Background: an optimization exercise with open tools, aiming at small area. Do not read the settings as production practice.
Where RTL was checked, it was by simulation tests only, not by an equivalence proof against the original.
Only the layout flow was run in runs 2 and 3; the RTL was not checked for function there.

==> flow/design.v, too long to show whole: its modules and the start of the top module <==
// module tv80_alu: 356 lines
// module tv80_reg: 41 lines
// module tv80_mcode: 2185 lines
// module tv80_core: 1188 lines
// module tv80s: 121 lines
// module z80: 47 lines
module z80 (
    input  wire         clk,
    input  wire         cen,
    input  wire         reset_n,
    input  wire         wait_n,
    input  wire         int_n,
    input  wire         nmi_n,
    input  wire         busrq_n,
    input  wire [7:0]   di,
    output wire [7:0]   dout,
    output wire         doe,
    output wire [15:0]  A,
    output wire         m1_n,
    output wire         mreq_n,
    output wire         iorq_n,
    output wire         rd_n,
    output wire         wr_n,
    output wire         rfsh_n,
    output wire         halt_n,
    output wire         busak_n
);
  // ...
==> flow/run.sh <==
#!/bin/bash
# synth_recipe.tcl (not shown) runs the flow's synth.tcl, then flattens the netlist and writes it again
# the make line also repeats each setting of config.mk as NAME=value (left out here)
make -C /OpenROAD-flow-scripts/flow DESIGN_CONFIG=/design/flow/config.mk WORK_HOME=/design/flow/orfs CLKGATE_MAP_FILE= SYNTH_SCRIPT=/design/flow/synth_recipe.tcl finish
==> flow/config.mk <==
export PLATFORM = sky130hd
export DESIGN_NAME = z80
export DESIGN_NICKNAME = z80
export VERILOG_FILES = /design/flow/design.v
export SDC_FILE = /design/flow/constraint.sdc
export NUM_CORES = 4
export LEC_CHECK = 0
export CAP_MARGIN = 20
export CORE_MARGIN = 2
export CORE_UTILIZATION = 40
export SLEW_MARGIN = 20
==> flow/constraint.sdc <==
create_clock -name core_clock -period 12.0 [get_ports {clk}]
set_input_delay 2.4000 -clock core_clock [delete_from_list [all_inputs] [get_ports {clk}]]
set_output_delay 2.4000 -clock core_clock [all_outputs]
set_load 0.01 [all_outputs]
==> flow_summary.toml, run 1 <==
[outcome]
status = "timing/DRC/antenna clean"

[sta]
maxSlewHeadroom_pct = 14.9
finalCritPeriodShare_pct = 82.7
setup_ws_ps = 2080
hold_violations = 0
slew_violations = 0
fmax_mhz = 101

[route]
drc = 0
wl_um = 202000
met1_length_um = 79800

[critical_path]
crit_path_start = "tv80s.i_tv80_core.IR[2]$_DFFE_PN0P_"
cp-end-kind = "flip-flop"
r2r-end = "tv80s.i_tv80_core.IncDecZ$_DFFE_PP_"
worst_path_max_delay_cell = "dfrtp_2"
crit_required_ps = 12370

[finish]
multi_input_area_um2 = 22700
diodes = 10
inverters = 117
seq_area_um2 = 10100
drive_gt1_share_pct = 12.7
fin_util_pct = 44.6
fin_cells = 5412

[worst_hold_path]
hp-start = "tv80s.mreq_n$_DFFE_PN1P_"

[yosys]
syn_inst = 4293
synthXorXnorAreaFrac_pct = 2.59
yosysWarnings = 5
synthTopCellsByArea = "edfxtp_1 (15%), dfrtp_1 (10%), a21oi_1 (5.7%)"
synth_cell_types = 120
synthMuxAreaShare_pct = 9.66

[placed_design]
dp_cells = 5316

[global_route]
grt_max_degree = 93

[die]
die_height_um = 298
==> module tv80_reg, before the edit <==
module tv80_reg ( 
  DOBH, DOAL, DOCL, DOBL, DOCH, DOAH,
  AddrC, AddrA, AddrB, DIH, DIL, clk, CEN, WEH, WEL
  );
    input  [2:0] AddrC;
    output [7:0] DOBH;
    input  [2:0] AddrA;
    input  [2:0] AddrB;
    input  [7:0] DIH;
    output [7:0] DOAL;
    output [7:0] DOCL;
    input  [7:0] DIL;
    output [7:0] DOBL;
    output [7:0] DOCH;
    output [7:0] DOAH;
    input  clk, CEN, WEH, WEL;
  reg [7:0] RegsH [0:7];
  reg [7:0] RegsL [0:7];
  always @(posedge clk)
    begin
      if (CEN)
        begin
          if (WEH) RegsH[AddrA] <= DIH;
          if (WEL) RegsL[AddrA] <= DIL;
        end
    end
  assign DOAH = RegsH[AddrA];
  assign DOAL = RegsL[AddrA];
  assign DOBH = RegsH[AddrB];
  assign DOBL = RegsL[AddrB];
  assign DOCH = RegsH[AddrC];
  assign DOCL = RegsL[AddrC];
  wire [7:0] B = RegsH[0];
  wire [7:0] C = RegsL[0];
  wire [7:0] D = RegsH[1];
  wire [7:0] E = RegsL[1];
  wire [7:0] H = RegsH[2];
  wire [7:0] L = RegsL[2];
  wire [15:0] IX = { RegsH[3], RegsL[3] };
  wire [15:0] IY = { RegsH[7], RegsL[7] };
endmodule
==> module tv80_core, before the edit <==
module tv80_core ( 
  m1_n, iorq, no_read, write, rfsh_n, halt_n, busak_n, A, dout, mc,
  ts, intcycle_n, IntE, stop,
  reset_n, clk, cen, wait_n, int_n, nmi_n, busrq_n, dinst, di
  );
  parameter Mode = 1;    
  parameter IOWait = 1;  
  parameter Flag_C = 0;
  parameter Flag_N = 1;
  parameter Flag_P = 2;
  parameter Flag_X = 3;
  parameter Flag_H = 4;
  parameter Flag_Y = 5;
  parameter Flag_Z = 6;
  parameter Flag_S = 7;
  input     reset_n;
  input     clk;
  input     cen;
  input     wait_n;
  input     int_n;
  input     nmi_n;
  input     busrq_n;
  output    m1_n;
  output    iorq;
  output    no_read;
  output    write;
  output    rfsh_n;
  output    halt_n;
  output    busak_n;
  output [15:0] A;
  input [7:0]   dinst;
  input [7:0]   di;
  output [7:0]  dout;
  output [6:0]  mc;
  output [6:0]  ts;
  output        intcycle_n;
  output        IntE;
  output        stop;
  reg    m1_n;
  reg    iorq;
  reg    rfsh_n;
  reg    halt_n;
  reg    busak_n;
  reg [15:0] A;
  reg [7:0]  dout;
  reg [6:0]  mc;
  reg [6:0]  ts;
  reg   intcycle_n;
  reg   IntE;
  reg   stop;
  parameter     aNone    = 3'b111;
  parameter     aBC      = 3'b000;
  parameter     aDE      = 3'b001;
  parameter     aXY      = 3'b010;
  parameter     aIOA     = 3'b100;
  parameter     aSP      = 3'b101;
  parameter     aZI      = 3'b110;
  reg [7:0]     ACC, F;
  reg [7:0]     Ap, Fp;
  reg [7:0]     I;
  reg [7:0]     R;
  reg [15:0]    SP, PC;
  reg [7:0]     RegDIH;
  reg [7:0]     RegDIL;
  wire [15:0]   RegBusA;
  wire [15:0]   RegBusB;
  wire [15:0]   RegBusC;
  reg [2:0]     RegAddrA_r;
  reg [2:0]     RegAddrA;
  reg [2:0]     RegAddrB_r;
  reg [2:0]     RegAddrB;
  reg [2:0]     RegAddrC;
  reg           RegWEH;
  reg           RegWEL;
  reg           Alternate;
  reg [15:0]    TmpAddr;         
  reg [7:0]     IR;              
  reg [1:0]     ISet;            
  reg [15:0]    RegBusA_r;
  reg [15:0]    ID16;
  reg [7:0]     Save_Mux;
  reg [6:0]     tstate;
  reg [6:0]     mcycle;
  reg           last_mcycle, last_tstate;
  reg           IntE_FF1;
  reg           IntE_FF2;
  reg           Halt_FF;
  reg           BusReq_s;
  reg           BusAck;
  reg           ClkEn;
  reg           NMI_s;
  reg           INT_s;
  reg [1:0]     IStatus;
  reg [7:0]     DI_Reg;
  reg           T_Res;
  reg [1:0]     XY_State;
  reg [2:0]     Pre_XY_F_M;
  reg           NextIs_XY_Fetch;
  reg           XY_Ind;
  reg           No_BTR;
  reg           BTR_r;
  reg           Auto_Wait;
  reg           Auto_Wait_t1;
  reg           Auto_Wait_t2;
  reg           IncDecZ;
  reg [7:0]     BusB;
  reg [7:0]     BusA;
  wire [7:0]    ALU_Q;
  wire [7:0]    F_Out;
  reg [4:0]     Read_To_Reg_r;
  reg           Arith16_r;
  reg           Z16_r;
  reg [3:0]     ALU_Op_r;
  reg           Save_ALU_r;
  reg           PreserveC_r;
  reg [2:0]     mcycles;
  wire [2:0]    mcycles_d;
  wire [2:0]    tstates;
  reg           IntCycle;
  reg           NMICycle;
  wire          Inc_PC;
  wire          Inc_WZ;
  wire [3:0]    IncDec_16;
  wire [1:0]    Prefix;
  wire          Read_To_Acc;
  wire          Read_To_Reg;
  wire [3:0]     Set_BusB_To;
  wire [3:0]     Set_BusA_To;
  wire [3:0]     ALU_Op;
  wire           Save_ALU;
  wire           PreserveC;
  wire           Arith16;
  wire [2:0]     Set_Addr_To;
  wire           Jump;
  wire           JumpE;
  wire           JumpXY;
  wire           Call;
  wire           RstP;
  wire           LDZ;
  wire           LDW;
  wire           LDSPHL;
  wire           iorq_i;
  wire [2:0]     Special_LD;
  wire           ExchangeDH;
  wire           ExchangeRp;
  wire           ExchangeAF;
  wire           ExchangeRS;
  wire           I_DJNZ;
  wire           I_CPL;
  wire           I_CCF;
  wire           I_SCF;
  wire           I_RETN;
  wire           I_BT;
  wire           I_BC;
  wire           I_BTR;
  wire           I_RLD;
  wire           I_RRD;
  wire           I_INRC;
  wire           SetDI;
  wire           SetEI;
  wire [1:0]     IMode;
  wire           Halt;
  reg [15:0]     PC16;
  reg [15:0]     PC16_B;
  reg [15:0]     SP16, SP16_A, SP16_B;
  reg [15:0]     ID16_B;
  reg            Oldnmi_n;
  tv80_mcode #(Mode, Flag_C, Flag_N, Flag_P, Flag_X, Flag_H, Flag_Y, Flag_Z, Flag_S) i_mcode
    (
     .IR                   (IR),
     .ISet                 (ISet),
     .MCycle               (mcycle),
     .F                    (F),
     .NMICycle             (NMICycle),
     .IntCycle             (IntCycle),
     .MCycles              (mcycles_d),
     .TStates              (tstates),
     .Prefix               (Prefix),
     .Inc_PC               (Inc_PC),
     .Inc_WZ               (Inc_WZ),
     .IncDec_16            (IncDec_16),
     .Read_To_Acc          (Read_To_Acc),
     .Read_To_Reg          (Read_To_Reg),
     .Set_BusB_To          (Set_BusB_To),
     .Set_BusA_To          (Set_BusA_To),
     .ALU_Op               (ALU_Op),
     .Save_ALU             (Save_ALU),
     .PreserveC            (PreserveC),
     .Arith16              (Arith16),
     .Set_Addr_To          (Set_Addr_To),
     .IORQ                 (iorq_i),
     .Jump                 (Jump),
     .JumpE                (JumpE),
     .JumpXY               (JumpXY),
     .Call                 (Call),
     .RstP                 (RstP),
     .LDZ                  (LDZ),
     .LDW                  (LDW),
     .LDSPHL               (LDSPHL),
     .Special_LD           (Special_LD),
     .ExchangeDH           (ExchangeDH),
     .ExchangeRp           (ExchangeRp),
     .ExchangeAF           (ExchangeAF),
     .ExchangeRS           (ExchangeRS),
     .I_DJNZ               (I_DJNZ),
     .I_CPL                (I_CPL),
     .I_CCF                (I_CCF),
     .I_SCF                (I_SCF),
     .I_RETN               (I_RETN),
     .I_BT                 (I_BT),
     .I_BC                 (I_BC),
     .I_BTR                (I_BTR),
     .I_RLD                (I_RLD),
     .I_RRD                (I_RRD),
     .I_INRC               (I_INRC),
     .SetDI                (SetDI),
     .SetEI                (SetEI),
     .IMode                (IMode),
     .Halt                 (Halt),
     .NoRead               (no_read),
     .Write                (write)
     );
  tv80_alu #(Mode, Flag_C, Flag_N, Flag_P, Flag_X, Flag_H, Flag_Y, Flag_Z, Flag_S) i_alu
    (
     .Arith16              (Arith16_r),
     .Z16                  (Z16_r),
     .ALU_Op               (ALU_Op_r),
     .IR                   (IR[5:0]),
     .ISet                 (ISet),
     .BusA                 (BusA),
     .BusB                 (BusB),
     .F_In                 (F),
     .Q                    (ALU_Q),
     .F_Out                (F_Out)
     );
  function [6:0] number_to_bitvec;
    input [2:0] num;
    begin
      case (num)
        1 : number_to_bitvec = 7'b0000001;
        2 : number_to_bitvec = 7'b0000010;
        3 : number_to_bitvec = 7'b0000100;
        4 : number_to_bitvec = 7'b0001000;
        5 : number_to_bitvec = 7'b0010000;
        6 : number_to_bitvec = 7'b0100000;
        7 : number_to_bitvec = 7'b1000000;
        default : number_to_bitvec = 7'bx;
      endcase  
    end
  endfunction  
  function [2:0] mcyc_to_number;
    input [6:0] mcyc;
    begin
      casez (mcyc)
        7'b1zzzzzz : mcyc_to_number = 3'h7;
        7'b01zzzzz : mcyc_to_number = 3'h6;
        7'b001zzzz : mcyc_to_number = 3'h5;
        7'b0001zzz : mcyc_to_number = 3'h4;
        7'b00001zz : mcyc_to_number = 3'h3;
        7'b000001z : mcyc_to_number = 3'h2;
        7'b0000001 : mcyc_to_number = 3'h1;
        default : mcyc_to_number = 3'h1;
      endcase
    end
  endfunction
  always @( mcycle or mcycles or tstate or tstates)
    begin
      case (mcycles)
        1 : last_mcycle = mcycle[0];
        2 : last_mcycle = mcycle[1];
        3 : last_mcycle = mcycle[2];
        4 : last_mcycle = mcycle[3];
        5 : last_mcycle = mcycle[4];
        6 : last_mcycle = mcycle[5];
        7 : last_mcycle = mcycle[6];
        default : last_mcycle = 1'bx;
      endcase  
      case (tstates)
        0 : last_tstate = tstate[0];
        1 : last_tstate = tstate[1];
        2 : last_tstate = tstate[2];
        3 : last_tstate = tstate[3];
        4 : last_tstate = tstate[4];
        5 : last_tstate = tstate[5];
        6 : last_tstate = tstate[6];
        default : last_tstate = 1'bx;
      endcase
    end  
  always @( ALU_Q or BusAck or BusB or DI_Reg
	   or ExchangeRp or IR or Save_ALU_r or Set_Addr_To or XY_Ind
	   or XY_State or cen or last_tstate or mcycle)
    begin
      ClkEn = cen && ~ BusAck;
      if (last_tstate)
        T_Res = 1'b1;
      else T_Res = 1'b0;
      if (XY_State != 2'b00 && XY_Ind == 1'b0 &&
          ((Set_Addr_To == aXY) ||
           (mcycle[0] && IR == 8'b11001011) ||
           (mcycle[0] && IR == 8'b00110110)))
        NextIs_XY_Fetch = 1'b1;
      else
        NextIs_XY_Fetch = 1'b0;
      if (ExchangeRp)
        Save_Mux = BusB;
      else if (!Save_ALU_r)
        Save_Mux = DI_Reg;
      else
        Save_Mux = ALU_Q;
    end  
  always @ (posedge clk or negedge reset_n)
    begin
      if (reset_n == 1'b0 )
        begin
          PC <= 0;   
          A <= 0;
          TmpAddr <= 0;
          IR <= 8'b00000000;
          ISet <= 2'b00;
          XY_State <= 2'b00;
          IStatus <= 2'b00;
          mcycles <= 3'b000;
          dout <= 8'b00000000;
          ACC <= 8'hFF;
          F <= 8'hFF;
          Ap <= 8'hFF;
          Fp <= 8'hFF;
          I <= 0;
          R <= 0;
          SP <= 16'hFFFF;
          Alternate <= 1'b0;
          Read_To_Reg_r <= 5'b00000;
          Arith16_r <= 1'b0;
          BTR_r <= 1'b0;
          Z16_r <= 1'b0;
          ALU_Op_r <= 4'b0000;
          Save_ALU_r <= 1'b0;
          PreserveC_r <= 1'b0;
          XY_Ind <= 1'b0;
        end
      else
        begin
          if (ClkEn == 1'b1 )
            begin
              ALU_Op_r <= 4'b0000;
              Save_ALU_r <= 1'b0;
              Read_To_Reg_r <= 5'b00000;
              mcycles <= mcycles_d;
              if (IMode != 2'b11 )
                begin
                  IStatus <= IMode;
                end
              Arith16_r <= Arith16;
              PreserveC_r <= PreserveC;
              if (ISet == 2'b10 && ALU_Op[2] == 1'b0 && ALU_Op[0] == 1'b1 && mcycle[2] )
                begin
                  Z16_r <= 1'b1;
                end
              else
                begin
                  Z16_r <= 1'b0;
                end
              if (mcycle[0] && (tstate[1] | tstate[2] | tstate[3] ))
                begin
                  if (tstate[2] && wait_n == 1'b1 )
                    begin
                      if (Mode < 2 )
                        begin
                          A[7:0] <= R;
                          A[15:8] <= I;
                          R[6:0] <= R[6:0] + 1;
                        end
                      if (Jump == 1'b0 && Call == 1'b0 && NMICycle == 1'b0 && IntCycle == 1'b0 && ~ (Halt_FF == 1'b1 || Halt == 1'b1) )
                        begin
                          PC <= PC16;
                        end
                      if (IntCycle == 1'b1 && IStatus == 2'b01 )
                        begin
                          IR <= 8'b11111111;
                        end
                      else if (Halt_FF == 1'b1 || (IntCycle == 1'b1 && IStatus == 2'b10) || NMICycle == 1'b1 )
                        begin
                          IR <= 8'b00000000;
			  TmpAddr[7:0] <= dinst;  
                        end
                      else
                        begin
                          IR <= dinst;
                        end
                      ISet <= 2'b00;
                      if (Prefix != 2'b00 )
                        begin
                          if (Prefix == 2'b11 )
                            begin
                              if (IR[5] == 1'b1 )
                                begin
                                  XY_State <= 2'b10;
                                end
                              else
                                begin
                                  XY_State <= 2'b01;
                                end
                            end
                          else
                            begin
                              if (Prefix == 2'b10 )
                                begin
                                  XY_State <= 2'b00;
                                  XY_Ind <= 1'b0;
                                end
                              ISet <= Prefix;
                            end
                        end
                      else
                        begin
                          XY_State <= 2'b00;
                          XY_Ind <= 1'b0;
                        end
                    end  
                end
              else
                begin
                  if (mcycle[5] )
                    begin
                      XY_Ind <= 1'b1;
                      if (Prefix == 2'b01 )
                        begin
                          ISet <= 2'b01;
                        end
                    end
                  if (T_Res == 1'b1 )
                    begin
                      BTR_r <= (I_BT || I_BC || I_BTR) && ~ No_BTR;
                      if (Jump == 1'b1 )
                        begin
                          A[15:8] <= DI_Reg;
                          A[7:0] <= TmpAddr[7:0];
                          PC[15:8] <= DI_Reg;
                          PC[7:0] <= TmpAddr[7:0];
                        end
                      else if (JumpXY == 1'b1 )
                        begin
                          A <= RegBusC;
                          PC <= RegBusC;
                        end else if (Call == 1'b1 || RstP == 1'b1 )
                          begin
                            A <= TmpAddr;
                            PC <= TmpAddr;
                          end
                        else if (last_mcycle && NMICycle == 1'b1 )
                          begin
                            A <= 16'b0000000001100110;
                            PC <= 16'b0000000001100110;
                          end
                        else if (mcycle[2] && IntCycle == 1'b1 && IStatus == 2'b10 )
                          begin
                            A[15:8] <= I;
                            A[7:0] <= TmpAddr[7:0];
                            PC[15:8] <= I;
                            PC[7:0] <= TmpAddr[7:0];
                          end
                        else
                          begin
                            case (Set_Addr_To)
                              aXY :
                                begin
                                  if (XY_State == 2'b00 )
                                    begin
                                      A <= RegBusC;
                                    end
                                  else
                                    begin
                                      if (NextIs_XY_Fetch == 1'b1 )
                                        begin
                                          A <= PC;
                                        end
                                      else
                                        begin
                                          A <= TmpAddr;
                                        end
                                    end  
                                end  
                              aIOA :
                                begin
                                  if (Mode == 3 )
                                    begin
                                      A[15:8] <= 8'hFF;
                                    end
                                  else if (Mode == 2 )
                                    begin
                                      A[15:8] <= DI_Reg;
                                    end
                                  else
                                    begin
                                      A[15:8] <= ACC;
                                    end
                                  A[7:0] <= DI_Reg;
                                end  
                              aSP :
                                begin
                                  A <= SP;
                                end
                              aBC :
                                begin
                                  if (Mode == 3 && iorq_i == 1'b1 )
                                    begin
                                      A[15:8] <= 8'hFF;
                                      A[7:0] <= RegBusC[7:0];
                                    end
                                  else
                                    begin
                                      A <= RegBusC;
                                    end
                                end  
                              aDE :
                                begin
                                  A <= RegBusC;
                                end
                              aZI :
                                begin
                                  if (Inc_WZ == 1'b1 )
                                    begin
                                      A <= TmpAddr + 1;
                                    end
                                  else
                                    begin
                                      A[15:8] <= DI_Reg;
                                      A[7:0] <= TmpAddr[7:0];
                                    end
                                end  
                              default   :
                                begin
                                  A <= PC;
                                end
                            endcase  
                          end  
                      Save_ALU_r <= Save_ALU;
                      ALU_Op_r <= ALU_Op;
                      if (I_CPL == 1'b1 )
                        begin
                          ACC <= ~ ACC;
                          F[Flag_Y] <= ~ ACC[5];
                          F[Flag_H] <= 1'b1;
                          F[Flag_X] <= ~ ACC[3];
                          F[Flag_N] <= 1'b1;
                        end
                      if (I_CCF == 1'b1 )
                        begin
                          F[Flag_C] <= ~ F[Flag_C];
                          F[Flag_Y] <= ACC[5];
                          F[Flag_H] <= F[Flag_C];
                          F[Flag_X] <= ACC[3];
                          F[Flag_N] <= 1'b0;
                        end
                      if (I_SCF == 1'b1 )
                        begin
                          F[Flag_C] <= 1'b1;
                          F[Flag_Y] <= ACC[5];
                          F[Flag_H] <= 1'b0;
                          F[Flag_X] <= ACC[3];
                          F[Flag_N] <= 1'b0;
                        end
                    end  
                  if (tstate[2] && wait_n == 1'b1 )
                    begin
                      if (ISet == 2'b01 && mcycle[6] )
                        begin
                          IR <= dinst;
                        end
                      if (JumpE == 1'b1 )
                        begin
                          PC <= PC16;
                        end
                      else if (Inc_PC == 1'b1 )
                        begin
                          PC <= PC16;
                        end
                      if (BTR_r == 1'b1 )
                        begin
                          PC <= PC16;
                        end
                      if (RstP == 1'b1 )
                        begin
                          TmpAddr <= { 10'h0, IR[5:3], 3'h0 };
                        end
                    end
                  if (tstate[3] && mcycle[5] )
                    begin
                      TmpAddr <= SP16;
                    end
                  if ((tstate[2] && wait_n == 1'b1) || (tstate[4] && mcycle[0]) )
                    begin
                      if (IncDec_16[2:0] == 3'b111 )
                        begin
                          SP <= SP16;
                        end
                    end
                  if (LDSPHL == 1'b1 )
                    begin
                      SP <= RegBusC;
                    end
                  if (ExchangeAF == 1'b1 )
                    begin
                      Ap <= ACC;
                      ACC <= Ap;
                      Fp <= F;
                      F <= Fp;
                    end
                  if (ExchangeRS == 1'b1 )
                    begin
                      Alternate <= ~ Alternate;
                    end
                end  
              if (tstate[3] )
                begin
                  if (LDZ == 1'b1 )
                    begin
                      TmpAddr[7:0] <= DI_Reg;
                    end
                  if (LDW == 1'b1 )
                    begin
                      TmpAddr[15:8] <= DI_Reg;
                    end
                  if (Special_LD[2] == 1'b1 )
                    begin
                      case (Special_LD[1:0])
                        2'b00 :
                          begin
                            ACC <= I;
                            F[Flag_P] <= IntE_FF2;
			    F[Flag_Z] <= (I == 0);
			    F[Flag_S] <= I[7];
			    F[Flag_H] <= 0;
			    F[Flag_N] <= 0;
                          end
                        2'b01 :
                          begin
                            ACC <= R;
                            F[Flag_P] <= IntE_FF2;
			    F[Flag_Z] <= (I == 0);
			    F[Flag_S] <= I[7];
			    F[Flag_H] <= 0;
			    F[Flag_N] <= 0;
                          end
                        2'b10 :
                          I <= ACC;
                        default :
                          R <= ACC;
                      endcase
                    end
                end  
              if ((I_DJNZ == 1'b0 && Save_ALU_r == 1'b1) || ALU_Op_r == 4'b1001 )
                begin
                  if (Mode == 3 )
                    begin
                      F[6] <= F_Out[6];
                      F[5] <= F_Out[5];
                      F[7] <= F_Out[7];
                      if (PreserveC_r == 1'b0 )
                        begin
                          F[4] <= F_Out[4];
                        end
                    end
                  else
                    begin
                      F[7:1] <= F_Out[7:1];
                      if (PreserveC_r == 1'b0 )
                        begin
                          F[Flag_C] <= F_Out[0];
                        end
                    end
                end  
              if (T_Res == 1'b1 && I_INRC == 1'b1 )
                begin
                  F[Flag_H] <= 1'b0;
                  F[Flag_N] <= 1'b0;
                  if (DI_Reg[7:0] == 8'b00000000 )
                    begin
                      F[Flag_Z] <= 1'b1;
                    end
                  else
                    begin
                      F[Flag_Z] <= 1'b0;
                    end
                  F[Flag_S] <= DI_Reg[7];
                  F[Flag_P] <= ~ (^DI_Reg[7:0]);
                end  
              if (tstate[1] && Auto_Wait_t1 == 1'b0 )
                begin
                  dout <= BusB;
                  if (I_RLD == 1'b1 )
                    begin
                      dout[3:0] <= BusA[3:0];
                      dout[7:4] <= BusB[3:0];
                    end
                  if (I_RRD == 1'b1 )
                    begin
                      dout[3:0] <= BusB[7:4];
                      dout[7:4] <= BusA[3:0];
                    end
                end
              if (T_Res == 1'b1 )
                begin
                  Read_To_Reg_r[3:0] <= Set_BusA_To;
                  Read_To_Reg_r[4] <= Read_To_Reg;
                  if (Read_To_Acc == 1'b1 )
                    begin
                      Read_To_Reg_r[3:0] <= 4'b0111;
                      Read_To_Reg_r[4] <= 1'b1;
                    end
                end
              if (tstate[1] && I_BT == 1'b1 )
                begin
                  F[Flag_X] <= ALU_Q[3];
                  F[Flag_Y] <= ALU_Q[1];
                  F[Flag_H] <= 1'b0;
                  F[Flag_N] <= 1'b0;
                end
              if (I_BC == 1'b1 || I_BT == 1'b1 )
                begin
                  F[Flag_P] <= IncDecZ;
                end
              if ((tstate[1] && Save_ALU_r == 1'b0 && Auto_Wait_t1 == 1'b0) ||
                  (Save_ALU_r == 1'b1 && ALU_Op_r != 4'b0111) )
                begin
                  case (Read_To_Reg_r)
                    5'b10111 :
                      ACC <= Save_Mux;
                    5'b10110 :
                      dout <= Save_Mux;
                    5'b11000 :
                      SP[7:0] <= Save_Mux;
                    5'b11001 :
                      SP[15:8] <= Save_Mux;
                    5'b11011 :
                      F <= Save_Mux;
                    default : ;
                  endcase
                end  
            end  
        end  
    end
  always @ (posedge clk)
    begin
      if (ClkEn == 1'b1 )
        begin
          RegAddrA_r <=  { Alternate, Set_BusA_To[2:1] };
          if (XY_Ind == 1'b0 && XY_State != 2'b00 && Set_BusA_To[2:1] == 2'b10 )
            begin
              RegAddrA_r <= { XY_State[1],  2'b11 };
            end
          RegAddrB_r <= { Alternate, Set_BusB_To[2:1] };
          if (XY_Ind == 1'b0 && XY_State != 2'b00 && Set_BusB_To[2:1] == 2'b10 )
            begin
              RegAddrB_r <= { XY_State[1],  2'b11 };
            end
          RegAddrC <= { Alternate,  Set_Addr_To[1:0] };
          if ((JumpXY == 1'b1 || LDSPHL == 1'b1) )
            begin
              RegAddrC <= { Alternate, 2'b10 };
            end
          if (((JumpXY == 1'b1 || LDSPHL == 1'b1) && XY_State != 2'b00) || (mcycle[5]) )
            begin
              RegAddrC <= { XY_State[1],  2'b11 };
            end
          if (I_DJNZ == 1'b1 && Save_ALU_r == 1'b1 && Mode < 2 )
            begin
              IncDecZ <= F_Out[Flag_Z];
            end
          if ((tstate[2] || (tstate[3] && mcycle[0])) && IncDec_16[2:0] == 3'b100 )
            begin
              if (ID16 == 0 )
                begin
                  IncDecZ <= 1'b0;
                end
              else
                begin
                  IncDecZ <= 1'b1;
                end
            end
          RegBusA_r <= RegBusA;
        end
    end  
  always @( Alternate or ExchangeDH or IncDec_16
	   or RegAddrA_r or RegAddrB_r or XY_State or mcycle or tstate)
    begin
      if ((tstate[2] || (tstate[3] && mcycle[0] && IncDec_16[2] == 1'b1)) && XY_State == 2'b00)
        RegAddrA = { Alternate, IncDec_16[1:0] };
      else if ((tstate[2] || (tstate[3] && mcycle[0] && IncDec_16[2] == 1'b1)) && IncDec_16[1:0] == 2'b10)
        RegAddrA = { XY_State[1], 2'b11 };
      else if (ExchangeDH == 1'b1 && tstate[3])
        RegAddrA = { Alternate, 2'b10 };
      else if (ExchangeDH == 1'b1 && tstate[4])
        RegAddrA = { Alternate, 2'b01 };
      else
        RegAddrA = RegAddrA_r;
      if (ExchangeDH == 1'b1 && tstate[3])
        RegAddrB = { Alternate, 2'b01 };
      else
        RegAddrB = RegAddrB_r;
    end  
  always @( ALU_Op_r or Auto_Wait_t1 or ExchangeDH
	   or IncDec_16 or Read_To_Reg_r or Save_ALU_r or mcycle
	   or tstate or wait_n)
    begin
      RegWEH = 1'b0;
      RegWEL = 1'b0;
      if ((tstate[1] && ~Save_ALU_r && ~Auto_Wait_t1) ||
          (Save_ALU_r && (ALU_Op_r != 4'b0111)) )
        begin
          case (Read_To_Reg_r)
            5'b10000 , 5'b10001 , 5'b10010 , 5'b10011 , 5'b10100 , 5'b10101 :
              begin
                RegWEH = ~ Read_To_Reg_r[0];
                RegWEL = Read_To_Reg_r[0];
              end  
            default : ;
          endcase  
        end  
      if (ExchangeDH && (tstate[3] || tstate[4]) )
        begin
          RegWEH = 1'b1;
          RegWEL = 1'b1;
        end
      if (IncDec_16[2] && ((tstate[2] && wait_n && ~mcycle[0]) || (tstate[3] && mcycle[0])) )
        begin
          case (IncDec_16[1:0])
            2'b00 , 2'b01 , 2'b10 :
              begin
                RegWEH = 1'b1;
                RegWEL = 1'b1;
              end  
            default : ;
          endcase
        end
    end  
  always @( ExchangeDH or ID16 or IncDec_16 or RegBusA_r
	   or RegBusB or Save_Mux or mcycle or tstate)
    begin
      RegDIH = Save_Mux;
      RegDIL = Save_Mux;
      if (ExchangeDH == 1'b1 && tstate[3] )
        begin
          RegDIH = RegBusB[15:8];
          RegDIL = RegBusB[7:0];
        end
      else if (ExchangeDH == 1'b1 && tstate[4] )
        begin
          RegDIH = RegBusA_r[15:8];
          RegDIL = RegBusA_r[7:0];
        end
      else if (IncDec_16[2] == 1'b1 && ((tstate[2] && ~mcycle[0]) || (tstate[3] && mcycle[0])) )
        begin
          RegDIH = ID16[15:8];
          RegDIL = ID16[7:0];
        end
    end
  tv80_reg i_reg
    (
     .clk                  (clk),
     .CEN                  (ClkEn),
     .WEH                  (RegWEH),
     .WEL                  (RegWEL),
     .AddrA                (RegAddrA),
     .AddrB                (RegAddrB),
     .AddrC                (RegAddrC),
     .DIH                  (RegDIH),
     .DIL                  (RegDIL),
     .DOAH                 (RegBusA[15:8]),
     .DOAL                 (RegBusA[7:0]),
     .DOBH                 (RegBusB[15:8]),
     .DOBL                 (RegBusB[7:0]),
     .DOCH                 (RegBusC[15:8]),
     .DOCL                 (RegBusC[7:0])
     );
  always @ (posedge clk)
    begin
      if (ClkEn == 1'b1 )
        begin
          case (Set_BusB_To)
            4'b0111 :
              BusB <= ACC;
            4'b0000 , 4'b0001 , 4'b0010 , 4'b0011 , 4'b0100 , 4'b0101 :
              begin
                if (Set_BusB_To[0] == 1'b1 )
                  begin
                    BusB <= RegBusB[7:0];
                  end
                else
                  begin
                    BusB <= RegBusB[15:8];
                  end
              end
            4'b0110 :
              BusB <= DI_Reg;
            4'b1000 :
              BusB <= SP[7:0];
            4'b1001 :
              BusB <= SP[15:8];
            4'b1010 :
              BusB <= 8'b00000001;
            4'b1011 :
              BusB <= F;
            4'b1100 :
              BusB <= PC[7:0];
            4'b1101 :
              BusB <= PC[15:8];
            4'b1110 :
              BusB <= 8'b00000000;
            default :
              BusB <= 8'h0;
          endcase
          case (Set_BusA_To)
            4'b0111 :
              BusA <= ACC;
            4'b0000 , 4'b0001 , 4'b0010 , 4'b0011 , 4'b0100 , 4'b0101 :
              begin
                if (Set_BusA_To[0] == 1'b1 )
                  begin
                    BusA <= RegBusA[7:0];
                  end
                else
                  begin
                    BusA <= RegBusA[15:8];
                  end
              end
            4'b0110 :
              BusA <= DI_Reg;
            4'b1000 :
              BusA <= SP[7:0];
            4'b1001 :
              BusA <= SP[15:8];
            4'b1010 :
              BusA <= 8'b00000000;
            default :
              BusA <=  8'h0;
          endcase
        end
    end
  always @ (posedge clk or negedge reset_n)
    begin
      if (reset_n == 1'b0 )
        begin
          rfsh_n <= 1'b1;
        end
      else
        begin
          if (cen == 1'b1 )
            begin
              if (mcycle[0] && ((tstate[2]  && wait_n == 1'b1) || tstate[3]) )
                begin
                  rfsh_n <= 1'b0;
                end
              else
                begin
                  rfsh_n <= 1'b1;
                end
            end
        end
    end  
  always @( BusAck or Halt_FF or I_DJNZ or IntCycle
	   or IntE_FF1 or di or iorq_i or mcycle or tstate)
    begin
      mc = mcycle;
      ts = tstate;
      DI_Reg = di;
      halt_n = ~ Halt_FF;
      busak_n = ~ BusAck;
      intcycle_n = ~ IntCycle;
      IntE = IntE_FF1;
      iorq = iorq_i;
      stop = I_DJNZ;
    end
  always @ (posedge clk or negedge reset_n)
    begin : sync_inputs
      if (~reset_n)
        begin
          BusReq_s <= 1'b0;
          INT_s <= 1'b0;
          NMI_s <= 1'b0;
          Oldnmi_n <= 1'b0;
        end
      else
        begin
          if (cen == 1'b1 )
            begin
              BusReq_s <= ~ busrq_n;
              INT_s <= ~ int_n;
              if (NMICycle == 1'b1 )
                begin
                  NMI_s <= 1'b0;
                end
              else if (nmi_n == 1'b0 && Oldnmi_n == 1'b1 )
                begin
                  NMI_s <= 1'b1;
                end
              Oldnmi_n <= nmi_n;
            end
        end
    end
  always @ (posedge clk or negedge reset_n)
    begin
      if (reset_n == 1'b0 )
        begin
          mcycle <= 7'b0000001;
          tstate <= 7'b0000001;
          Pre_XY_F_M <= 3'b000;
          Halt_FF <= 1'b0;
          BusAck <= 1'b0;
          NMICycle <= 1'b0;
          IntCycle <= 1'b0;
          IntE_FF1 <= 1'b0;
          IntE_FF2 <= 1'b0;
          No_BTR <= 1'b0;
          Auto_Wait_t1 <= 1'b0;
          Auto_Wait_t2 <= 1'b0;
          m1_n <= 1'b1;
        end
      else
        begin
          if (cen == 1'b1 )
            begin
              if (T_Res == 1'b1 )
                begin
                  Auto_Wait_t1 <= 1'b0;
                end
              else
                begin
		  Auto_Wait_t1 <= Auto_Wait || (iorq_i & ~Auto_Wait_t2);
                end
              Auto_Wait_t2 <= Auto_Wait_t1 & !T_Res;
              No_BTR <= (I_BT && (~ IR[4] || ~ F[Flag_P])) ||
                        (I_BC && (~ IR[4] || F[Flag_Z] || ~ F[Flag_P])) ||
                        (I_BTR && (~ IR[4] || F[Flag_Z]));
              if (tstate[2] )
                begin
                  if (SetEI == 1'b1 )
                    begin
                      if (!NMICycle)
                        IntE_FF1 <= 1'b1;
                      IntE_FF2 <= 1'b1;
                    end
                  if (I_RETN == 1'b1 )
                    begin
                      IntE_FF1 <= IntE_FF2;
                    end
                end
              if (tstate[3] )
                begin
                  if (SetDI == 1'b1 )
                    begin
                      IntE_FF1 <= 1'b0;
                      IntE_FF2 <= 1'b0;
                    end
                end
              if (IntCycle == 1'b1 || NMICycle == 1'b1 )
                begin
                  Halt_FF <= 1'b0;
                end
              if (mcycle[0] && tstate[2] && wait_n == 1'b1 )
                begin
                  m1_n <= 1'b1;
                end
              if (BusReq_s == 1'b1 && BusAck == 1'b1 )
                begin
                end
              else
                begin
                  BusAck <= 1'b0;
                  if (tstate[2] && wait_n == 1'b0 )
                    begin
                    end
                  else if (T_Res == 1'b1 )
                    begin
                      if (Halt == 1'b1 )
                        begin
                          Halt_FF <= 1'b1;
                        end
                      if (BusReq_s == 1'b1 )
                        begin
                          BusAck <= 1'b1;
                        end
                      else
                        begin
                          tstate <= 7'b0000010;
                          if (NextIs_XY_Fetch == 1'b1 )
                            begin
                              mcycle <= 7'b0100000;
                              Pre_XY_F_M <= mcyc_to_number(mcycle);
                              if (IR == 8'b00110110 && Mode == 0 )
                                begin
                                  Pre_XY_F_M <= 3'b010;
                                end
                            end
                          else if ((mcycle[6]) || (mcycle[5] && Mode == 1 && ISet != 2'b01) )
                            begin
                              mcycle <= number_to_bitvec(Pre_XY_F_M + 1);
                            end
                          else if ((last_mcycle) ||
                                   No_BTR == 1'b1 ||
                                   (mcycle[1] && I_DJNZ == 1'b1 && IncDecZ == 1'b1) )
                            begin
                              m1_n <= 1'b0;
                              mcycle <= 7'b0000001;
                              IntCycle <= 1'b0;
                              NMICycle <= 1'b0;
                              if (NMI_s == 1'b1 && Prefix == 2'b00 )
                                begin
                                  NMICycle <= 1'b1;
                                  IntE_FF1 <= 1'b0;
                                end
                              else if ((IntE_FF1 == 1'b1 && INT_s == 1'b1) && Prefix == 2'b00 && SetEI == 1'b0 )
                                begin
                                  IntCycle <= 1'b1;
                                  IntE_FF1 <= 1'b0;
                                  IntE_FF2 <= 1'b0;
                                end
                            end
                          else
                            begin
                              mcycle <= { mcycle[5:0], mcycle[6] };
                            end
                        end
                    end
                  else
                    begin    
                      if ( ~(Auto_Wait == 1'b1 && Auto_Wait_t2 == 1'b0) &&
                           ~(IOWait == 1 && iorq_i == 1'b1 && Auto_Wait_t1 == 1'b0) )
                        begin
                          tstate <= { tstate[5:0], tstate[6] };
                        end
                    end
                end
              if (tstate[0])
                begin
                  m1_n <= 1'b0;
                end
            end
        end
    end
  always @( BTR_r or DI_Reg or IncDec_16 or JumpE or PC
	   or RegBusA or RegBusC or SP or tstate)
    begin
      if (JumpE == 1'b1 )
        begin
          PC16_B = { {8{DI_Reg[7]}}, DI_Reg };
        end
      else if (BTR_r == 1'b1 )
        begin
          PC16_B = -2;
        end
      else
        begin
          PC16_B = 1;
        end
      if (tstate[3])
        begin
          SP16_A = RegBusC;
          SP16_B = { {8{DI_Reg[7]}}, DI_Reg };
        end
      else
        begin
          SP16_A = SP;
          if (IncDec_16[3] == 1'b1)
            SP16_B = -1;
          else
            SP16_B = 1;
        end
      if (IncDec_16[3])
        ID16_B = -1;
      else
        ID16_B = 1;
      ID16 = RegBusA + ID16_B;
      PC16 = PC + PC16_B;
      SP16 = SP16_A + SP16_B;
    end  
  always @( IntCycle or NMICycle or mcycle)
    begin
      Auto_Wait = 1'b0;
      if (IntCycle == 1'b1 || NMICycle == 1'b1 )
        begin
          if (mcycle[0] )
            begin
              Auto_Wait = 1'b1;
            end
        end
    end  
endmodule  
==> inputs of run 2 (changes only) <==
--- a/flow/design.v
+++ b/flow/design.v
@@ -357,5 +357,5 @@
 module tv80_reg ( 
   DOBH, DOAL, DOCL, DOBL, DOCH, DOAH,
-  AddrC, AddrA, AddrB, DIH, DIL, clk, CEN, WEH, WEL
+  AddrC, AddrA, AddrB, DIH, DIL, clk, CEN, WEH, WEL, SwapDH
   );
     input  [2:0] AddrC;
@@ -371,4 +371,15 @@
     output [7:0] DOAH;
     input  clk, CEN, WEH, WEL;
+    input  [1:0] SwapDH;    
+  function [2:0] phys;
+    input [2:0] a;
+    input [1:0] sw;
+    begin
+      phys = { a[2], a[1:0] ^ {2{sw[a[2]] & (a[1] ^ a[0])}} };
+    end
+  endfunction
+  wire [2:0] PA = phys(AddrA, SwapDH);
+  wire [2:0] PB = phys(AddrB, SwapDH);
+  wire [2:0] PC = phys(AddrC, SwapDH);
   reg [7:0] RegsH [0:7];
   reg [7:0] RegsL [0:7];
@@ -377,14 +388,14 @@
       if (CEN)
         begin
-          if (WEH) RegsH[AddrA] <= DIH;
-          if (WEL) RegsL[AddrA] <= DIL;
+          if (WEH) RegsH[PA] <= DIH;
+          if (WEL) RegsL[PA] <= DIL;
         end
     end
-  assign DOAH = RegsH[AddrA];
-  assign DOAL = RegsL[AddrA];
-  assign DOBH = RegsH[AddrB];
-  assign DOBL = RegsL[AddrB];
-  assign DOCH = RegsH[AddrC];
-  assign DOCL = RegsL[AddrC];
+  assign DOAH = RegsH[PA];
+  assign DOAL = RegsL[PA];
+  assign DOBH = RegsH[PB];
+  assign DOBL = RegsL[PB];
+  assign DOCH = RegsH[PC];
+  assign DOCL = RegsL[PC];
   wire [7:0] B = RegsH[0];
   wire [7:0] C = RegsL[0];
@@ -2659,9 +2670,11 @@
   reg [7:0]     IR;              
   reg [1:0]     ISet;            
-  reg [15:0]    RegBusA_r;
+  reg [1:0]     SwapDH;          
   reg [15:0]    ID16;
   reg [7:0]     Save_Mux;
-  reg [6:0]     tstate;
-  reg [6:0]     mcycle;
+  reg [2:0]     tnum;            
+  reg [2:0]     mnum;            
+  wire [6:0]    tstate = 7'b0000001 << tnum;
+  wire [6:0]    mcycle = 7'b0000001 << (mnum - 3'd1);
   reg           last_mcycle, last_tstate;
   reg           IntE_FF1;
@@ -2816,56 +2829,8 @@
      .F_Out                (F_Out)
      );
-  function [6:0] number_to_bitvec;
-    input [2:0] num;
-    begin
-      case (num)
-        1 : number_to_bitvec = 7'b0000001;
-        2 : number_to_bitvec = 7'b0000010;
-        3 : number_to_bitvec = 7'b0000100;
-        4 : number_to_bitvec = 7'b0001000;
-        5 : number_to_bitvec = 7'b0010000;
-        6 : number_to_bitvec = 7'b0100000;
-        7 : number_to_bitvec = 7'b1000000;
-        default : number_to_bitvec = 7'bx;
-      endcase  
-    end
-  endfunction  
-  function [2:0] mcyc_to_number;
-    input [6:0] mcyc;
-    begin
-      casez (mcyc)
-        7'b1zzzzzz : mcyc_to_number = 3'h7;
-        7'b01zzzzz : mcyc_to_number = 3'h6;
-        7'b001zzzz : mcyc_to_number = 3'h5;
-        7'b0001zzz : mcyc_to_number = 3'h4;
-        7'b00001zz : mcyc_to_number = 3'h3;
-        7'b000001z : mcyc_to_number = 3'h2;
-        7'b0000001 : mcyc_to_number = 3'h1;
-        default : mcyc_to_number = 3'h1;
-      endcase
-    end
-  endfunction
-  always @( mcycle or mcycles or tstate or tstates)
+  always @( mnum or mcycles or tnum or tstates)
     begin
-      case (mcycles)
-        1 : last_mcycle = mcycle[0];
-        2 : last_mcycle = mcycle[1];
-        3 : last_mcycle = mcycle[2];
-        4 : last_mcycle = mcycle[3];
-        5 : last_mcycle = mcycle[4];
-        6 : last_mcycle = mcycle[5];
-        7 : last_mcycle = mcycle[6];
-        default : last_mcycle = 1'bx;
-      endcase  
-      case (tstates)
-        0 : last_tstate = tstate[0];
-        1 : last_tstate = tstate[1];
-        2 : last_tstate = tstate[2];
-        3 : last_tstate = tstate[3];
-        4 : last_tstate = tstate[4];
-        5 : last_tstate = tstate[5];
-        6 : last_tstate = tstate[6];
-        default : last_tstate = 1'bx;
-      endcase
+      last_mcycle = (mnum == mcycles);
+      last_tstate = (tnum == tstates);
     end  
   always @( ALU_Q or BusAck or BusB or DI_Reg
@@ -3361,5 +3326,6 @@
                 end
             end
-          RegBusA_r <= RegBusA;
+          if (ExchangeDH == 1'b1 && tstate[3])
+            SwapDH[Alternate] <= ~SwapDH[Alternate];
         end
     end  
@@ -3371,14 +3337,7 @@
       else if ((tstate[2] || (tstate[3] && mcycle[0] && IncDec_16[2] == 1'b1)) && IncDec_16[1:0] == 2'b10)
         RegAddrA = { XY_State[1], 2'b11 };
-      else if (ExchangeDH == 1'b1 && tstate[3])
-        RegAddrA = { Alternate, 2'b10 };
-      else if (ExchangeDH == 1'b1 && tstate[4])
-        RegAddrA = { Alternate, 2'b01 };
       else
         RegAddrA = RegAddrA_r;
-      if (ExchangeDH == 1'b1 && tstate[3])
-        RegAddrB = { Alternate, 2'b01 };
-      else
-        RegAddrB = RegAddrB_r;
+      RegAddrB = RegAddrB_r;
     end  
   always @( ALU_Op_r or Auto_Wait_t1 or ExchangeDH
@@ -3400,9 +3359,4 @@
           endcase  
         end  
-      if (ExchangeDH && (tstate[3] || tstate[4]) )
-        begin
-          RegWEH = 1'b1;
-          RegWEL = 1'b1;
-        end
       if (IncDec_16[2] && ((tstate[2] && wait_n && ~mcycle[0]) || (tstate[3] && mcycle[0])) )
         begin
@@ -3417,20 +3371,10 @@
         end
     end  
-  always @( ExchangeDH or ID16 or IncDec_16 or RegBusA_r
+  always @( ID16 or IncDec_16
 	   or RegBusB or Save_Mux or mcycle or tstate)
     begin
       RegDIH = Save_Mux;
       RegDIL = Save_Mux;
-      if (ExchangeDH == 1'b1 && tstate[3] )
-        begin
-          RegDIH = RegBusB[15:8];
-          RegDIL = RegBusB[7:0];
-        end
-      else if (ExchangeDH == 1'b1 && tstate[4] )
-        begin
-          RegDIH = RegBusA_r[15:8];
-          RegDIL = RegBusA_r[7:0];
-        end
-      else if (IncDec_16[2] == 1'b1 && ((tstate[2] && ~mcycle[0]) || (tstate[3] && mcycle[0])) )
+      if (IncDec_16[2] == 1'b1 && ((tstate[2] && ~mcycle[0]) || (tstate[3] && mcycle[0])) )
         begin
           RegDIH = ID16[15:8];
@@ -3441,4 +3385,5 @@
     (
      .clk                  (clk),
+     .SwapDH               (SwapDH),
      .CEN                  (ClkEn),
      .WEH                  (RegWEH),
@@ -3585,6 +3530,6 @@
       if (reset_n == 1'b0 )
         begin
-          mcycle <= 7'b0000001;
-          tstate <= 7'b0000001;
+          mnum <= 3'd1;
+          tnum <= 3'd0;
           Pre_XY_F_M <= 3'b000;
           Halt_FF <= 1'b0;
@@ -3665,9 +3610,9 @@
                       else
                         begin
-                          tstate <= 7'b0000010;
+                          tnum <= 3'd1;
                           if (NextIs_XY_Fetch == 1'b1 )
                             begin
-                              mcycle <= 7'b0100000;
-                              Pre_XY_F_M <= mcyc_to_number(mcycle);
+                              mnum <= 3'd6;
+                              Pre_XY_F_M <= mnum;
                               if (IR == 8'b00110110 && Mode == 0 )
                                 begin
@@ -3677,5 +3622,5 @@
                           else if ((mcycle[6]) || (mcycle[5] && Mode == 1 && ISet != 2'b01) )
                             begin
-                              mcycle <= number_to_bitvec(Pre_XY_F_M + 1);
+                              mnum <= Pre_XY_F_M + 3'd1;
                             end
                           else if ((last_mcycle) ||
@@ -3684,5 +3629,5 @@
                             begin
                               m1_n <= 1'b0;
-                              mcycle <= 7'b0000001;
+                              mnum <= 3'd1;
                               IntCycle <= 1'b0;
                               NMICycle <= 1'b0;
@@ -3701,5 +3646,5 @@
                           else
                             begin
-                              mcycle <= { mcycle[5:0], mcycle[6] };
+                              mnum <= (mnum == 3'd7) ? 3'd1 : mnum + 3'd1;
                             end
                         end
@@ -3710,5 +3655,5 @@
                            ~(IOWait == 1 && iorq_i == 1'b1 && Auto_Wait_t1 == 1'b0) )
                         begin
-                          tstate <= { tstate[5:0], tstate[6] };
+                          tnum <= (tnum == 3'd6) ? 3'd0 : tnum + 3'd1;
                         end
                     end
==> flow/flow/run.sh (new file) <==
#!/bin/bash
set -euo pipefail
HERE=$(pwd)
FLOWDIR=$HERE/flow
sed 's#^source \$::env(SCRIPTS_DIR)/synth_preamble.tcl#source $::env(SCRIPTS_DIR)/synth_preamble.tcl\nset abc_args [lreplace $abc_args 1 1 '"$FLOWDIR"'/area.abc]#' \
  "$FLOW_HOME/scripts/synth.tcl" > "$HERE/my_synth.tcl"
grep -q "area.abc" "$HERE/my_synth.tcl"
sed 's#source \$::env(SCRIPTS_DIR)/synth.tcl#source '"$HERE"'/my_synth.tcl#' synth_recipe.tcl > "$HERE/my_synth_recipe.tcl"
grep -q "my_synth.tcl" "$HERE/my_synth_recipe.tcl"
sed -e 's#SYNTH_SCRIPT=[^ ]*#SYNTH_SCRIPT='"$HERE"'/my_synth_recipe.tcl#' standard.sh > "$HERE/my_standard.sh"
EXTRA=()
if [[ -f $FLOWDIR/extra.mk ]]; then
  while IFS= read -r line; do
    [[ -z "$line" || "$line" == \#* ]] && continue
    EXTRA+=("$line")
  done < "$FLOWDIR/extra.mk"
fi
printf '%s\n' "${EXTRA[@]}" > "$HERE/extra_args.log"
bash "$HERE/my_standard.sh" "${EXTRA[@]}" finish > "$HERE/flow_make.log" 2>&1
==> flow/flow/area.abc (new file) <==
&get -n
&st
&syn2
&dch -f
&nf -p
&st
&syn2
&dch -f
&nf -p
&st
&syn2
&dch -f
&nf -p
&st
&syn2
&dch -f
&nf -p
&put
topo
==> flow/flow/extra.mk (new file) <==
BUFFER_PORTS_ARGS=-buffer_cell sky130_fd_sc_hd__buf_1
CTS_ARGS=-sink_clustering_enable -repair_clock_nets -dont_use_dummy_load -buf_list sky130_fd_sc_hd__clkbuf_8
==> flow/standard.sh (new file) <==
#!/bin/bash
# synth_recipe.tcl (not shown) runs the flow's synth.tcl, then flattens the netlist and writes it again
# the make line also repeats each setting of config.mk as NAME=value (left out here)
make -C /OpenROAD-flow-scripts/flow DESIGN_CONFIG=/design/flow/config.mk WORK_HOME=/design/flow/orfs CLKGATE_MAP_FILE= SYNTH_SCRIPT=/design/flow/synth_recipe.tcl "${@:-finish}"
--- a/flow/config.mk
+++ b/flow/config.mk
@@ -8,4 +8,4 @@
 export CAP_MARGIN = 20
 export CORE_MARGIN = 2
-export CORE_UTILIZATION = 40
+export CORE_UTILIZATION = 45
 export SLEW_MARGIN = 20
removed: flow/run.sh
==> run 2 against run 1 <==
Net effect:
- fmax fell by 7.0%
- largest cell class unchanged
- die area fell by 24%
- setup slack got worse by 750 ps
- still clean on timing, DRC and antenna
- synthesized area fell by 15%
==> flow_summary.toml, run 2 <==
[outcome]
status = "timing/DRC/antenna clean"

[critical_path]
worst_path_max_delay_cell = "nor2b_1"
crit_required_ps = 12420
rr_startpoint = "tv80s.i_tv80_core.mnum[0]$_DFFE_PN1P_"
crit_fanout = 34
crit_path_start_kind = "flip-flop"
r2r_cells = 34
rrSetupSlack_ps = 1330
critPathKind = "reg2reg"
cp_num_buf_inv = 2
critical_path.top_delay_family = "simple AND/OR/NAND/NOR gates"
cp-end-kind = "flip-flop"
crit_path_max_incr_delay_ps = 750
crit_top_cell = "a21o_1"
r2r-end = "tv80s.i_tv80_core.IncDecZ$_DFFE_PP_"
worstPathArrival_ps = 11090

[finish]
top_regs = "tv80s.i_tv80_core.i_reg.RegsH x64, tv80s.i_tv80_core.i_reg.RegsL x64"
final_common_cell = "a21oi_1"
drive_gt1_share_pct = 7.54
area_growth_pct = 11.3
num-nets-final = 4098
final.fill_count = 6491
finalInstanceArea_um2 = 32800
mostFrequentLayoutCells = "a21oi_1 (507), nand2_1 (504), nor2_1 (441)"

[sta]
slew_violations = 0
fmax_mhz = 93.7
period_needed_ps = 10670
hold_violations = 0
tightest_slew_ps = 1220
finalCritPeriodShare_pct = 88.9
setup_viol = 0
maxSlewHeadroom_pct = 16.5
fin_worst_skew_ps = 46.8
final.setup.tns_ps = 0
rsz0062_at_grt = "no"

[yosys]
synth_simple_gate_area_share_pct = 22.1
synth_most_common_cell = "a21oi_1"
avgSynthCellArea_um2 = 7.93
synth_compound_area_share_pct = 31.6
synth_top_area_share_pct = 15.9
ys_seq_area_share_pct = 32.2
synth_edf_count = 156
synth_cell_types = 71
async_flop_share_pct = 54.8
synthAdderAreaFrac_pct = 5.13
yosysWarnings = 5
syn-cell-area_um2 = 29500
syn_inst = 3715
synth_top_family_by_area = "compound AO/OA/AOI/OAI gates"
syn_nets = 3846
synthXorXnorAreaFrac_pct = 3.32
synthTopCellsByArea = "edfxtp_1 (16%), dfrtp_1 (11%), a21oi_1 (8.6%)"
synthMuxAreaShare_pct = 4.57
synth-main-ff-cell = "edfxtp_1"
synth-seq-cells = 345
synthTopCellsByCount = "a21oi_1 (508), nand2_1 (505), nor2_1 (446)"
synth_top_area_cell = "edfxtp_1"

[global_route]
grt_max_degree = 154
grt_pass1_wl_um = 235000
grt_overflow_total = 0
grt_usage_pct = 48.1
grt_pass1_vias = 32600
antenna_found_initial = 10

[die]
die_x_um = 260
core_um2 = 64600
die_height_um = 260
rows = 93
ios = 48
initial_core_util_pct = 45.6
die-area_um2 = 67600

[placed_design]
gp_congestion = 1.11
place_area_um2 = 32000
io_buffers = 47
hpwl_um = 124000

[clock_tree]
holdBufCountCts = 0
cts_setup_buffers = 0
htreeDepth = 2
cts_inserted_buffers = 57
clk_pin_slew_ps = 60
ctsLongestPathBuffers = 3
clkLatencyLatePin_ps = 690
clock-sinks = 345
cts_repair_resize_count = 0
cts-root-buf = "clkbuf_8"
cts_tree = "done"

[run]
cap_violations = 0

[route]
vias = 35200
drt_iter0_markers = 5735
drc = 0
drt-vias-per-instance = 7.30
drt_pre_antenna_iters = 8
wl_um = 166000
ant_nets = 0
wl_per_cell_um = 34.3

[worst_hold_path]
hold_end = "tv80s.iorq_n$_DFFE_PN1P_"
hold_depth = 2
worstHoldPathType = "reg2reg"
hp-start = "tv80s.iorq_n$_DFFE_PN1P_"
run 2: cell types whose count changed in the layout (fill, tap and decap cells not counted), sizes merged, moves of 25 or more:
cell / change
and2: -25
inv: -118
mux4: -28
mux2i: -95
a21oi: +112
clkdlybuf4s50: -46
nor2: +39
mux2: -36
clkinv: +59
a211oi: -46
run 2: metrics by stage:
step	std cells	worst slack, ps	hold slack [ps]	util, %
5_1_grt	4822	833	487	50.8
2_1_floorplan	3715	660	454	-
6_report	4826	1330	466	50.8
3_3_place_gp	4758	1900	455	49.5
3_5_place_dp	4760	1620	459	49.5
4_1_cts	4817	1630	470	50.7
run 2: cells by family (layout without fill, tap and decap cells):
group                      Yosys count  in the layout
AOI/OAI and AO/OA                 1491           1491
xor gates and xnor gates           110            110
adders and majority gates          116            116
buffers and inverters               85            335
DFF                                345            345
muxes                              114            114
other                                0              6
and+or+nand+nor                   1454           1454
run 2: worst max-delay path by stage:
stage,cells after the start,startpoint,end,slack (ps)
after floorplan,31,tv80s.i_tv80_core.IR[3]$_DFFE_PN0P_,tv80s.i_tv80_core.IncDecZ$_DFFE_PP_,660
after CTS,34,tv80s.i_tv80_core.mnum[0]$_DFFE_PN1P_,tv80s.i_tv80_core.IncDecZ$_DFFE_PP_,1630
final,34,tv80s.i_tv80_core.mnum[0]$_DFFE_PN1P_,tv80s.i_tv80_core.IncDecZ$_DFFE_PP_,1330
after global routing,34,tv80s.i_tv80_core.mnum[0]$_DFFE_PN1P_,tv80s.i_tv80_core.IncDecZ$_DFFE_PP_,830
after global placement,34,tv80s.i_tv80_core.mnum[0]$_DFFE_PN1P_,tv80s.i_tv80_core.IncDecZ$_DFFE_PP_,1900
after detailed placement,34,tv80s.i_tv80_core.mnum[0]$_DFFE_PN1P_,tv80s.i_tv80_core.IncDecZ$_DFFE_PP_,1620
run 2: area by class of cell:
class	count	area (µm²)	share of cell area, %
diodes	6	15.0	0.0457
clock buffers	57	785	2.39
inverters	85	319	0.972
multi-input cells	3285	19800	60.4
flip-flops and latches	345	9480	28.9
well taps	855	1070	3.26
repair buffers	193	1320	4.01
run 2: per-layer routing:
metal	vias to the layer above	global-route usage [%]	routed length (µm)
li1	14900	-	-
met1	16600	57.9	58900
met2	2919	71.0	69000
met3	809	16.1	21900
met4	6	36.0	15700
met5	-	0.712	40
run 2: worst reg2reg max path, delay by kind of cell, from the launching register on:
kind                     cells  cell delay [ps]
buffers and inverters        2              430
AO/OA/AOI/OAI               18             4010
XOR/XNOR                     1              120
AND/OR/NAND/NOR             10             4240
adder cells (fa/ha/maj)      3             1030
flip-flops                   1              620
==> inputs of run 3 (changes only) <==
--- a/flow/design.v
+++ b/flow/design.v
@@ -392,10 +392,25 @@
         end
     end
-  assign DOAH = RegsH[PA];
-  assign DOAL = RegsL[PA];
-  assign DOBH = RegsH[PB];
-  assign DOBL = RegsL[PB];
-  assign DOCH = RegsH[PC];
-  assign DOCL = RegsL[PC];
+  wire [7:0] selA = 8'b00000001 << PA;
+  wire [7:0] selB = 8'b00000001 << PB;
+  wire [7:0] selC = 8'b00000001 << PC;
+  function [7:0] rd;
+    input [7:0] sel;
+    input [63:0] regs;
+    integer i;
+    begin
+      rd = 8'h00;
+      for (i = 0; i < 8; i = i + 1)
+        rd = rd | ({8{sel[i]}} & regs[i*8 +: 8]);
+    end
+  endfunction
+  wire [63:0] allH = { RegsH[7], RegsH[6], RegsH[5], RegsH[4], RegsH[3], RegsH[2], RegsH[1], RegsH[0] };
+  wire [63:0] allL = { RegsL[7], RegsL[6], RegsL[5], RegsL[4], RegsL[3], RegsL[2], RegsL[1], RegsL[0] };
+  assign DOAH = rd(selA, allH);
+  assign DOAL = rd(selA, allL);
+  assign DOBH = rd(selB, allH);
+  assign DOBL = rd(selB, allL);
+  assign DOCH = rd(selC, allH);
+  assign DOCL = rd(selC, allL);
   wire [7:0] B = RegsH[0];
   wire [7:0] C = RegsL[0];
==> flow/flow/area.abc (replaced) <==
&get -n
&st
&deepsyn -T 60
&dch -f
&nf -p
&put
topo
==> flow/flow/extra.mk (replaced) <==
BUFFER_PORTS_ARGS=-buffer_cell sky130_fd_sc_hd__buf_1
CTS_ARGS=-sink_clustering_enable -repair_clock_nets -dont_use_dummy_load -buf_list sky130_fd_sc_hd__clkbuf_8 -sink_clustering_size 12 -sink_clustering_max_diameter 80
RECOVER_POWER=100
==> run 3 against run 2 <==
Net effect:
- the layout now fails its checks (capacitance limit, slew limit)
- synthesized area shrank 12%
- utilization shrank 1.1 points
- wire length shrank 12%
- synthesized cell count shrank 18%
- clock skew grew 53 ps
- hold slack gained 19 ps
- non-clock buffer count shrank 40
- cell area shrank 13%
- die area shrank 12%
- highest routed layer unchanged
==> flow_summary.toml, run 3 <==
[finish]
fin_cells = 4000
area_growth_pct = 9.70
final_common_cell = "nand2_1"
top_regs = "tv80s.i_tv80_core.i_reg.RegsH x64, tv80s.i_tv80_core.i_reg.RegsL x64"
num-nets-final = 3364
final.fill_count = 5536
drive_gt1_share_pct = 6.28
finalInstanceArea_um2 = 28500
mostFrequentLayoutCells = "nand2_1 (366), nor2_1 (348), a21oi_1 (293)"

[worst_hold_path]
worstHoldPathType = "reg2reg"
hp-start = "tv80s.i_tv80_core.BTR_r$_DFFE_PN0P_"

[clock_tree]
htreeDepth = 2
cts-root-buf = "clkbuf_8"
clkLatencyLatePin_ps = 660
holdBufCountCts = 0
clock-sinks = 345
cts_tree = "done"
cts_inserted_buffers = 37
cts_repair_resize_count = 0
ctsLongestPathBuffers = 3
cts_setup_buffers = 0
clk_pin_slew_ps = 90

[critical_path]
crit_path_start_kind = "flip-flop"
crit_path_max_incr_delay_ps = 700
critPathKind = "reg2reg"
crit_required_ps = 12340
cp-end-kind = "flip-flop"
worstPathArrival_ps = 10870
worst_path_max_delay_cell = "dfstp_1"
rr_startpoint = "tv80s.i_tv80_core.mnum[0]$_DFFE_PN1P_"
crit_path_start = "tv80s.i_tv80_core.mnum[0]$_DFFE_PN1P_"
crit_fanout = 18

[die]
initial_core_util_pct = 45.3
ios = 48
core_um2 = 57400
die-area_um2 = 59700
die_x_um = 244
die_height_um = 244
rows = 88

[route]
drt_pre_antenna_iters = 10
ant_nets = 0
wl_um = 146000
vias = 30300
drc = 0
drt-vias-per-instance = 7.58
drt_iter0_markers = 5745
wl_per_cell_um = 36.5

[global_route]
grt_pass1_wl_um = 206000
antenna_found_initial = 6
grt_max_degree = 160
grt_usage_pct = 47.8
grt_overflow_total = 0
grt_pass1_vias = 28400

[yosys]
avgSynthCellArea_um2 = 8.55
yosysWarnings = 5
synth_top_area_share_pct = 18.0
syn_inst = 3041
synth_edf_count = 156
synth_cell_types = 70
synth_most_common_cell = "nand2_1"
synth-seq-cells = 345
ys_seq_area_share_pct = 36.5
synth-main-ff-cell = "edfxtp_1"
synthTopCellsByArea = "edfxtp_1 (18%), dfrtp_1 (13%), a21oi_1 (5.7%)"
syn_nets = 3172
synth_top_area_cell = "edfxtp_1"
syn-cell-area_um2 = 26000
async_flop_share_pct = 54.8
synthTopCellsByCount = "nand2_1 (366), nor2_1 (349), a21oi_1 (294)"

[sta]
fmax_mhz = 94.9
rsz0062_at_grt = "no"
setup_viol = 0
hold_violations = 0
fin_worst_skew_ps = 99.6
maxSlewHeadroom_pct = -104
setup_ws_ps = 1460
finalCritPeriodShare_pct = 87.8
slew_violations = 153
tightest_slew_ps = 3050
period_needed_ps = 10540
final.setup.tns_ps = 0

[outcome]
status = "finished with violations"
failed_checks = "capacitance limit, slew limit"

[run]
cap_violations = 5

[placed_design]
io_buffers = 47
hpwl_um = 111000
gp_congestion = 1.14
place_area_um2 = 28100
dp_cells = 3959
preCtsSetupSlack_ps = 2350
==> run 3: cell count changes after synthesis, moves of 41 or more <==
| cell | change |
|---|---|
| a222oi_1 | +80 |
| a22oi_1 | +41 |
| o21ai_0 | -127 |
| a21oi_1 | -214 |
| nand2_1 | -139 |
| nor2_1 | -97 |
==> run 3: final timing paths <==
kind,slack [ps],depth (start not counted),to
worst max register to register,1460,34,tv80s.i_tv80_core.i_reg.RegsH[7][7]$_DFFE_PP_
min in group asynchronous,2250,1,tv80s.i_tv80_core.mnum[2]$_DFFE_PN0P_
worst max-delay path,1460,34,tv80s.i_tv80_core.i_reg.RegsH[7][7]$_DFFE_PP_
worst min register to register,490,2,tv80s.i_tv80_core.BTR_r$_DFFE_PN0P_
max in group asynchronous,7900,2,tv80s.i_tv80_core.TmpAddr[11]$_DFFE_PN0P_
worst min-delay path,490,2,tv80s.i_tv80_core.BTR_r$_DFFE_PN0P_
==> run 3: cell families (layout without fill, tap and decap cells) <==
logic type      count (synthesis)  after routing  synth area share (%)
flops                         345            345                  36.5
mux                            50             50                  2.11
xor+xnor                      104            104                  3.50
fa+ha+maj                     116            116                  5.81
other cells                     0              4                     0
buf+inv                        98            288                  1.41
simple gates                 1204           1204                  21.4
compound gates               1124           1124                  29.3
==> run 3: layout make-up <==
cell class	count	area [µm²]	share of cell area (%)
antenna	4	10.0	0.0351
clock buffer	37	509	1.79
inverter	98	368	1.29
multi-input combinational	2598	16300	57.0
sequential	345	9480	33.2
tap	765	957	3.36
timing repair buffer	153	943	3.31
==> run 3: worst max-delay path, delay by kind of cell (launching register included) <==
kind / cells / cell delay (ps)
XOR/XNOR: 1 / 130
buffers and inverters: 4 / 1370
AO/OA/AOI/OAI: 20 / 4700
multiplexers: 1 / 500
flip-flops: 1 / 700
adder cells (fa/ha/maj): 2 / 590
AND/OR/NAND/NOR: 6 / 2270
==> run 3: stage by stage <==
step / utilization [%] / hold slack [ps]
4_1_cts: 49.8 / 483
5_1_grt: 49.7 / 492
2_1_floorplan: - / 439
3_5_place_dp: 48.9 / 464
6_report: 49.7 / 485
3_3_place_gp: 48.9 / 460
==> run 3: metal layers <==
layer	up-vias	track usage [%]	wire length, µm
met3	681	18.6	23100
met2	2777	67.4	57800
met1	14600	61.8	53900
met5	-	1.55	111
li1	12300	-	-
met4	2	28.1	11000

==> what the ideal ports hide <==
The results above use ideal ports. As a check the final layouts listed here were re-extracted and re-timed, cells and wires unchanged.
Step 1 (the two cells are an assumption about what drives the block):
set clk [get_ports {clk}]
set_driving_cell -lib_cell sky130_fd_sc_hd__clkbuf_16 $clk
set_driving_cell -lib_cell sky130_fd_sc_hd__buf_2 [delete_from_list [all_inputs] $clk]
Step 2 also shifts input and output timing later by t, the mid clock arrival at the registers, as if the neighbouring blocks saw the same clock.
Three values: ideal ports, drivers, drivers and shift; two values: the first two.
run	t (ns)	slack for setup (ns)	worst setup path at the end
run 1	0.688	2.076 / 2.076 / 2.076	register to register
run 2	0.733	1.326 / 1.326 / 1.326	register to register
run 3	0.674	1.464 / 1.464 / 1.464	register to register
